From an optimization exercise on the open Yosys and OpenROAD flow, aimed at small area and a short achievable clock period; shortcuts taken in it are not production practice.
Where RTL was checked, it was by simulation tests only, not by an equivalence proof against the original.
No activity file was given, so power comes from the tool's default toggle rates.

// alu_top
module alu_top (
        input  logic        clk,
        input  logic [11:0] a_in,
        input  logic [11:0] b_in,
        input  logic        carry_in,
        input  logic [2:0]  func_code,
        output logic [11:0] a_out,
        output logic        carry_out,
        output logic        equ_out,
        output logic        overflow_out
    );
==> flow/config.mk <==
export PLATFORM = sky130hd
export DESIGN_NAME = alu_top
export DESIGN_NICKNAME = alu_top
export VERILOG_FILES = /design/flow/design.v
export SDC_FILE = /design/flow/constraint.sdc
export NUM_CORES = 4
export LEC_CHECK = 0
export CAP_MARGIN = 20
export CORE_MARGIN = 2
export CORE_UTILIZATION = 40
export SETUP_SLACK_MARGIN = 2.1
export SLEW_MARGIN = 20
export SYNTH_HIERARCHICAL = 1
==> flow/constraint.sdc <==
create_clock -name core_clock -period 4.0 [get_ports {clk}]
set_input_delay 0.8000 -clock core_clock [delete_from_list [all_inputs] [get_ports {clk}]]
set_output_delay 0.8000 -clock core_clock [all_outputs]
set_load 0.01 [all_outputs]
standard.sh (not shown) runs the stock make flow with config.mk's settings and CLKGATE_MAP_FILE= SYNTH_SCRIPT=/design/flow/synth_recipe.tcl, a recipe that flattens the netlist after the stock synthesis.
==> flow/flow/run.sh <==
#!/bin/bash
# Own layout flow: the standard ORFS flow (standard.sh) with the standard
# synthesis unchanged, and two changes to the layout steps:
#  - before floorplanning, flow/downsize.tcl removes synthesis's buffers and
#    sets each logic cell to its smallest size, for the repair steps to
#    upsize where timing needs it;
#  - the port buffers are plain buffers (BUF_CELL) instead of the delay
#    cells that buffer_ports picks by default.
# Each step's output goes to a log file in the work folder; ORFS's own logs
# stay under orfs/logs.
set -euo pipefail
HERE=$(cd "$(dirname "$0")" && pwd)
BUF_CELL=${BUF_CELL:-sky130_fd_sc_hd__buf_1}
bash standard.sh synth > synth.log 2>&1
bash standard.sh "PRE_FLOORPLAN_TCL=$HERE/downsize.tcl" \
  "BUFFER_PORTS_ARGS=-buffer_cell $BUF_CELL" finish > layout.log 2>&1
==> flow/flow/downsize.tcl <==
# Before floorplanning: remove the buffers that synthesis inserted and set
# every combinational cell to the smallest library cell of the same function.
# The repair steps of the flow then buffer and upsize what the clock period
# needs. Registers keep their cells.
remove_buffers
set n_changed 0
foreach inst [[ord::get_db_block] getInsts] {
  set m [[$inst getMaster] getName]
  if {![regexp {^(sky130_fd_sc_hd__[a-z0-9]+)_([0-9]+)$} $m -> base drv]} { continue }
  if {[regexp {df|dl|sdf|edf|clk|conb|tap|fill|decap} $base]} { continue }
  set best ""
  set best_area 1e9
  foreach lc [get_lib_cells ${base}_*] {
    set name [get_name $lc]
    if {![regexp "^${base}_\[0-9\]+\$" $name]} { continue }
    if {[get_property $lc dont_use]} { continue }
    set a [get_property $lc area]
    if {$a < $best_area} { set best $name; set best_area $a }
  }
  if {$best ne "" && $best ne $m} {
    replace_cell [get_cells [$inst getName]] [get_lib_cells $best]
    incr n_changed
  }
}
puts "downsize: $n_changed cells changed"
The baseline completed with no timing, DRC or antenna violations.
Edit:
SETUP_SLACK_MARGIN = 2.3   (was 2.1)
Result: The new run produced a clean layout; clock-buffer cell count goes up by 3; worst hold slack is about the same; combinational power goes up by about 18%; area after synthesis does not change; power goes up by 4.7%; core utilization goes up by 5.9 points.

---

job 101:
The RTL this note starts from:
==> flow/design.v <==
module alu_mux4 (
        input  logic [3:0] d,
        input  logic [3:0] s,
        output logic       y
    );
    assign y = |(d & s);
endmodule
module alu_bit (
        input  logic       a,
        input  logic       b,
        input  logic [3:0] k,
        input  logic [2:0] r,
        input  logic [2:0] s2,
        input  logic       ya,
        input  logic       ys,
        output logic       x,
        output logic       y,
        output logic       d
    );
    assign x = k[{a, b}] | (|(r & s2));
    assign y = (b & ya) | (~b & ys);
    assign d = a ^ b;
endmodule
module alu_pre (
        input  logic [11:0] a_in,
        input  logic [11:0] b_in,
        input  logic        carry_in,
        input  logic [2:0]  func_code,
        output logic [11:0] x,
        output logic [11:0] y,
        output logic        c,
        output logic        sub,
        output logic        equ
    );
    wire ya, ys;
    logic [3:0] k, s1;
    logic [2:0] s2;
    wire [3:0] n = b_in[3:0];
    wire arith = (func_code[2:1] == 2'b00);
    assign sub = (func_code == 6'd1);
    assign ya  = (func_code == 6'd0);
    assign ys  = sub;
    always_comb begin
        case (func_code)
            6'd4: k = 4'b0110;
            6'd5: k = 4'b1000;
            6'd6:  k = 4'b1110;
            6'd7: k = 4'b0011;
            default: k = arith ? 4'b1100 : 4'b0000;
        endcase
    end
    wire       rot = (func_code[2:1] == 2'b01);
    wire       dir = func_code[0];
    wire [1:0] q = n[3:2];
    wire [1:0] nr = n[1:0];
    wire       nz = |nr;
    wire [1:0] r1 = {nr[1] ^ (dir & nr[0]), nr[0]};
    logic [1:0] q1;
    always_comb begin
        case ({dir, nz, q})
            4'b0000, 4'b0100: q1 = 2'd0;
            4'b0001, 4'b0101: q1 = 2'd1;
            4'b0010, 4'b0110: q1 = 2'd2;
            4'b1000: q1 = 2'd0;
            4'b1001: q1 = 2'd2;
            4'b1010: q1 = 2'd1;
            4'b1100: q1 = 2'd2;
            4'b1101: q1 = 2'd1;
            4'b1110: q1 = 2'd0;
            default: q1 = 2'd0;    
        endcase
    end
    wire rot_zero = (q == 2'd3) & nz;
    assign s1 = 4'b0001 << r1;
    assign s2 = (rot && !rot_zero) ? (3'b001 << q1) : 3'b000;
    wire [11:0] r, d;
    genvar i;
    generate
        for (i = 0; i < 12; i++) begin : bits
            alu_mux4 m1 (
                .d({a_in[(i + 9) % 12], a_in[(i + 10) % 12], a_in[(i + 11) % 12], a_in[i]}),
                .s(s1), .y(r[i])
            );
        end
        for (i = 0; i < 12; i++) begin : outs
            alu_bit bo (
                .a(a_in[i]), .b(b_in[i]), .k(k),
                .r({r[(i + 4) % 12], r[(i + 8) % 12], r[i]}), .s2(s2),
                .ya(ya), .ys(ys), .x(x[i]), .y(y[i]), .d(d[i])
            );
        end
    endgenerate
    assign c = (carry_in & ya) | (~carry_in & ys);
    assign equ = ~(|d);
endmodule
module pfx_ks (input logic [12:0] g, input logic [12:0] p, output logic [12:0] c);
    wire g0_0 = g[0]; wire p0_0 = p[0];
    wire g1_0 = g[1]; wire p1_0 = p[1];
    wire g2_0 = g[2]; wire p2_0 = p[2];
    wire g3_0 = g[3]; wire p3_0 = p[3];
    wire g4_0 = g[4]; wire p4_0 = p[4];
    wire g5_0 = g[5]; wire p5_0 = p[5];
    wire g6_0 = g[6]; wire p6_0 = p[6];
    wire g7_0 = g[7]; wire p7_0 = p[7];
    wire g8_0 = g[8]; wire p8_0 = p[8];
    wire g9_0 = g[9]; wire p9_0 = p[9];
    wire g10_0 = g[10]; wire p10_0 = p[10];
    wire g11_0 = g[11]; wire p11_0 = p[11];
    wire g12_0 = g[12]; wire p12_0 = p[12];
    wire g1_1 = g1_0 | (p1_0 & g0_0);
    wire p1_1 = p1_0 & p0_0;
    wire g2_1 = g2_0 | (p2_0 & g1_1);
    wire p2_1 = p2_0 & p1_1;
    wire g3_1 = g3_0 | (p3_0 & g2_1);
    wire p3_1 = p3_0 & p2_1;
    wire g4_1 = g4_0 | (p4_0 & g3_1);
    wire p4_1 = p4_0 & p3_1;
    wire g5_1 = g5_0 | (p5_0 & g4_1);
    wire p5_1 = p5_0 & p4_1;
    wire g6_1 = g6_0 | (p6_0 & g5_1);
    wire p6_1 = p6_0 & p5_1;
    wire g7_1 = g7_0 | (p7_0 & g6_1);
    wire p7_1 = p7_0 & p6_1;
    wire g8_1 = g8_0 | (p8_0 & g7_1);
    wire p8_1 = p8_0 & p7_1;
    wire g9_1 = g9_0 | (p9_0 & g8_1);
    wire p9_1 = p9_0 & p8_1;
    wire g10_1 = g10_0 | (p10_0 & g9_1);
    wire p10_1 = p10_0 & p9_1;
    wire g11_1 = g11_0 | (p11_0 & g10_1);
    wire p11_1 = p11_0 & p10_1;
    wire g12_1 = g12_0 | (p12_0 & g11_1);
    wire p12_1 = p12_0 & p11_1;
    wire g2_2 = g2_1 | (p2_1 & g0_0);
    wire p2_2 = p2_1 & p0_0;
    wire g3_2 = g3_1 | (p3_1 & g1_1);
    wire p3_2 = p3_1 & p1_1;
    wire g4_2 = g4_1 | (p4_1 & g2_2);
    wire p4_2 = p4_1 & p2_2;
    wire g5_2 = g5_1 | (p5_1 & g3_2);
    wire p5_2 = p5_1 & p3_2;
    wire g6_2 = g6_1 | (p6_1 & g4_2);
    wire p6_2 = p6_1 & p4_2;
    wire g7_2 = g7_1 | (p7_1 & g5_2);
    wire p7_2 = p7_1 & p5_2;
    wire g8_2 = g8_1 | (p8_1 & g6_2);
    wire p8_2 = p8_1 & p6_2;
    wire g9_2 = g9_1 | (p9_1 & g7_2);
    wire p9_2 = p9_1 & p7_2;
    wire g10_2 = g10_1 | (p10_1 & g8_2);
    wire p10_2 = p10_1 & p8_2;
    wire g11_2 = g11_1 | (p11_1 & g9_2);
    wire p11_2 = p11_1 & p9_2;
    wire g12_2 = g12_1 | (p12_1 & g10_2);
    wire p12_2 = p12_1 & p10_2;
    wire g4_3 = g4_2 | (p4_2 & g0_0);
    wire p4_3 = p4_2 & p0_0;
    wire g5_3 = g5_2 | (p5_2 & g1_1);
    wire p5_3 = p5_2 & p1_1;
    wire g6_3 = g6_2 | (p6_2 & g2_2);
    wire p6_3 = p6_2 & p2_2;
    wire g7_3 = g7_2 | (p7_2 & g3_2);
    wire p7_3 = p7_2 & p3_2;
    wire g8_3 = g8_2 | (p8_2 & g4_3);
    wire p8_3 = p8_2 & p4_3;
    wire g9_3 = g9_2 | (p9_2 & g5_3);
    wire p9_3 = p9_2 & p5_3;
    wire g10_3 = g10_2 | (p10_2 & g6_3);
    wire p10_3 = p10_2 & p6_3;
    wire g11_3 = g11_2 | (p11_2 & g7_3);
    wire p11_3 = p11_2 & p7_3;
    wire g12_3 = g12_2 | (p12_2 & g8_3);
    wire p12_3 = p12_2 & p8_3;
    wire g8_4 = g8_3 | (p8_3 & g0_0);
    wire p8_4 = p8_3 & p0_0;
    wire g9_4 = g9_3 | (p9_3 & g1_1);
    wire p9_4 = p9_3 & p1_1;
    wire g10_4 = g10_3 | (p10_3 & g2_2);
    wire p10_4 = p10_3 & p2_2;
    wire g11_4 = g11_3 | (p11_3 & g3_2);
    wire p11_4 = p11_3 & p3_2;
    wire g12_4 = g12_3 | (p12_3 & g4_3);
    wire p12_4 = p12_3 & p4_3;
    assign c[0] = g0_0;
    assign c[1] = g1_1;
    assign c[2] = g2_2;
    assign c[3] = g3_2;
    assign c[4] = g4_3;
    assign c[5] = g5_3;
    assign c[6] = g6_3;
    assign c[7] = g7_3;
    assign c[8] = g8_4;
    assign c[9] = g9_4;
    assign c[10] = g10_4;
    assign c[11] = g11_4;
    assign c[12] = g12_4;
endmodule
module alu_pg (
        input  logic a,
        input  logic b,
        output logic p,
        output logic g
    );
    assign p = a ^ b;
    assign g = a & b;
endmodule
module alu_post (
        input  logic [11:0] x,
        input  logic [11:0] y,
        input  logic        c,
        input  logic        sub,
        output logic [11:0] s,
        output logic        carry_out,
        output logic        overflow_out
    );
    wire [11:0] p, g;
    wire [12:0] cy;
    genvar i;
    generate
        for (i = 0; i < 12; i++) begin : bits
            alu_pg pg (.a(x[i]), .b(y[i]), .p(p[i]), .g(g[i]));
        end
    endgenerate
    pfx_ks carries (.g({g, c}), .p({p, 1'b0}), .c(cy));
    assign s = p ^ cy[11:0];
    assign carry_out = cy[12] ^ sub;
    assign overflow_out = ~p[11] & (cy[11] ^ x[11]);
endmodule
module alu_top (
        input  logic        clk,
        input  logic [11:0] a_in,
        input  logic [11:0] b_in,
        input  logic        carry_in,
        input  logic [2:0]  func_code,
        output logic [11:0] a_out,
        output logic        carry_out,
        output logic        equ_out,
        output logic        overflow_out
    );
    wire  [11:0] x_d, y_d;
    wire         c_d, sub_d, equ_d;
    logic [11:0] x_q, y_q;
    logic        c_q, sub_q, equ_q;
    alu_pre pre (
        .a_in(a_in), .b_in(b_in), .carry_in(carry_in), .func_code(func_code),
        .x(x_d), .y(y_d), .c(c_d), .sub(sub_d), .equ(equ_d)
    );
    always_ff @(posedge clk) begin
        x_q   <= x_d;
        y_q   <= y_d;
        c_q   <= c_d;
        sub_q <= sub_d;
        equ_q <= equ_d;
    end
    wire [11:0] res;
    wire        res_carry, res_overflow;
    alu_post post (
        .x(x_q), .y(y_q), .c(c_q), .sub(sub_q),
        .s(res), .carry_out(res_carry), .overflow_out(res_overflow)
    );
    always_ff @(posedge clk) begin
        a_out        <= res;
        carry_out    <= res_carry;
        equ_out      <= equ_q;
        overflow_out <= res_overflow;
    end
endmodule
==> flow/config.mk <==
export PLATFORM = sky130hd
export DESIGN_NAME = alu_top
export DESIGN_NICKNAME = alu_top
export VERILOG_FILES = /design/flow/design.v
export SDC_FILE = /design/flow/constraint.sdc
export NUM_CORES = 4
export LEC_CHECK = 0
export CAP_MARGIN = 20
export CORE_MARGIN = 2
export CORE_UTILIZATION = 40
export SETUP_SLACK_MARGIN = 1.8
export SLEW_MARGIN = 20
export SYNTH_HIERARCHICAL = 1
export TNS_END_PERCENT = 5
==> flow/constraint.sdc <==
create_clock -name core_clock -period 4.0 [get_ports {clk}]
set_input_delay 0.8000 -clock core_clock [delete_from_list [all_inputs] [get_ports {clk}]]
set_output_delay 0.8000 -clock core_clock [all_outputs]
set_load 0.01 [all_outputs]
==> flow/flow/run.sh <==
#!/bin/bash
# Own layout flow: the standard ORFS flow (standard.sh), unchanged synthesis,
# with the port buffers inserted as plain buffers (BUF_CELL) instead of the
# delay cells that buffer_ports picks by default. Each step's output goes to
# a log file in the work folder; ORFS's own logs stay under orfs/logs.
set -euo pipefail
BUF_CELL=${BUF_CELL:-sky130_fd_sc_hd__buf_1}
bash standard.sh synth > synth.log 2>&1
bash standard.sh "BUFFER_PORTS_ARGS=-buffer_cell $BUF_CELL" finish > layout.log 2>&1
diff inputs: job 101 => job 102
Settings: SETUP_SLACK_MARGIN changed from 1.8 to 2.4; TNS_END_PERCENT removed (was 5).
Findings:
[job 102] global routing usage summed across all routing layers rose 1.8 points relative to job 101
Portion of total power attributed to the clock network is lower on job 101
Combinational share of power up 3.3 points in job 102 wrt job 101
x_q[0] as the worst setup path startpoint was reported by job 101, and func_code[0] by job 102.
Looking at the reports, job 102 completed the entire flow and the layout it produced met the timing, design-rule and antenna checks.
Input changes introduced in job 103 (baseline for comparison: job 102):
Settings: SETUP_SLACK_MARGIN: 2.4 -> 2.1.
==> run summary <==
NOTE: transition time at the pin with the least slew margin in job 103 exceeds that of job 102
Compared job 103 vs job 102, and total number of multi-input combinational cells is up in job 103.
Against job 102, clock skew in job 103 came out worse.
Worst hold slack: job 103 vs job 102, no meaningful difference
What job 104 does differently from job 103 at the input level:
Settings: SETUP_SLACK_MARGIN now 1.8, was 2.1.
[summary]
Job 104 | status: complete | timing, DRC, antenna: pass. Job 104 against job 103; met3 wire length is down by a few percent. Delta (job 104 minus job 103): final period utilization higher, global-route wire length before repair shrank by 100 um.
Function was not checked in any run of this note: the RTL went through the layout flow alone.

==> afterwards: timing with drivers on the ports <==
No port has a modelled driver above. Below, the same layouts with a new extraction and two added sets of constraints. Step 1 sets driving cells, clkbuf_16 on the clock port and buf_2 on the other inputs (assumed; they add their load-dependent delay and slew). Step 2 times the ports against the registers' clock, not the clock port: input delays grow and output delays shrink by t, the midpoint of the rising clock arrivals with the driver on. a / b / c = ideal ports / drivers / drivers and shift; a / b = the first two.
run | t, ns | setup slack, ns | clock arrival spread, ns | slew at the worst register clock pin (ns)
the first run of note 1 | 0.318 | 2.141 / 2.147 / 1.829 | 0.003 / 0.003 | 0.08 / 0.08
the second run of note 1 | 0.327 | 2.279 / 2.279 / 1.953 | 0.006 / 0.006 | 0.08 / 0.08
job 101 | 0.313 | 1.837 / 1.837 / 1.529 | 0.008 / 0.008 | 0.08 / 0.08
job 102 | 0.317 | 2.086 / 2.060 / 1.743 | 0.002 / 0.003 | 0.08 / 0.08
job 103 | 0.313 | 2.104 / 2.080 / 1.767 | 0.009 / 0.008 | 0.08 / 0.08
job 104 | 0.313 | 1.874 / 1.879 / 1.566 | 0.010 / 0.010 | 0.08 / 0.08
After both steps setup and hold are still met in every run listed. For job 102, which loses most, drivers alone change the setup slack by -0.026 ns; drivers and shift together by -0.343 ns.
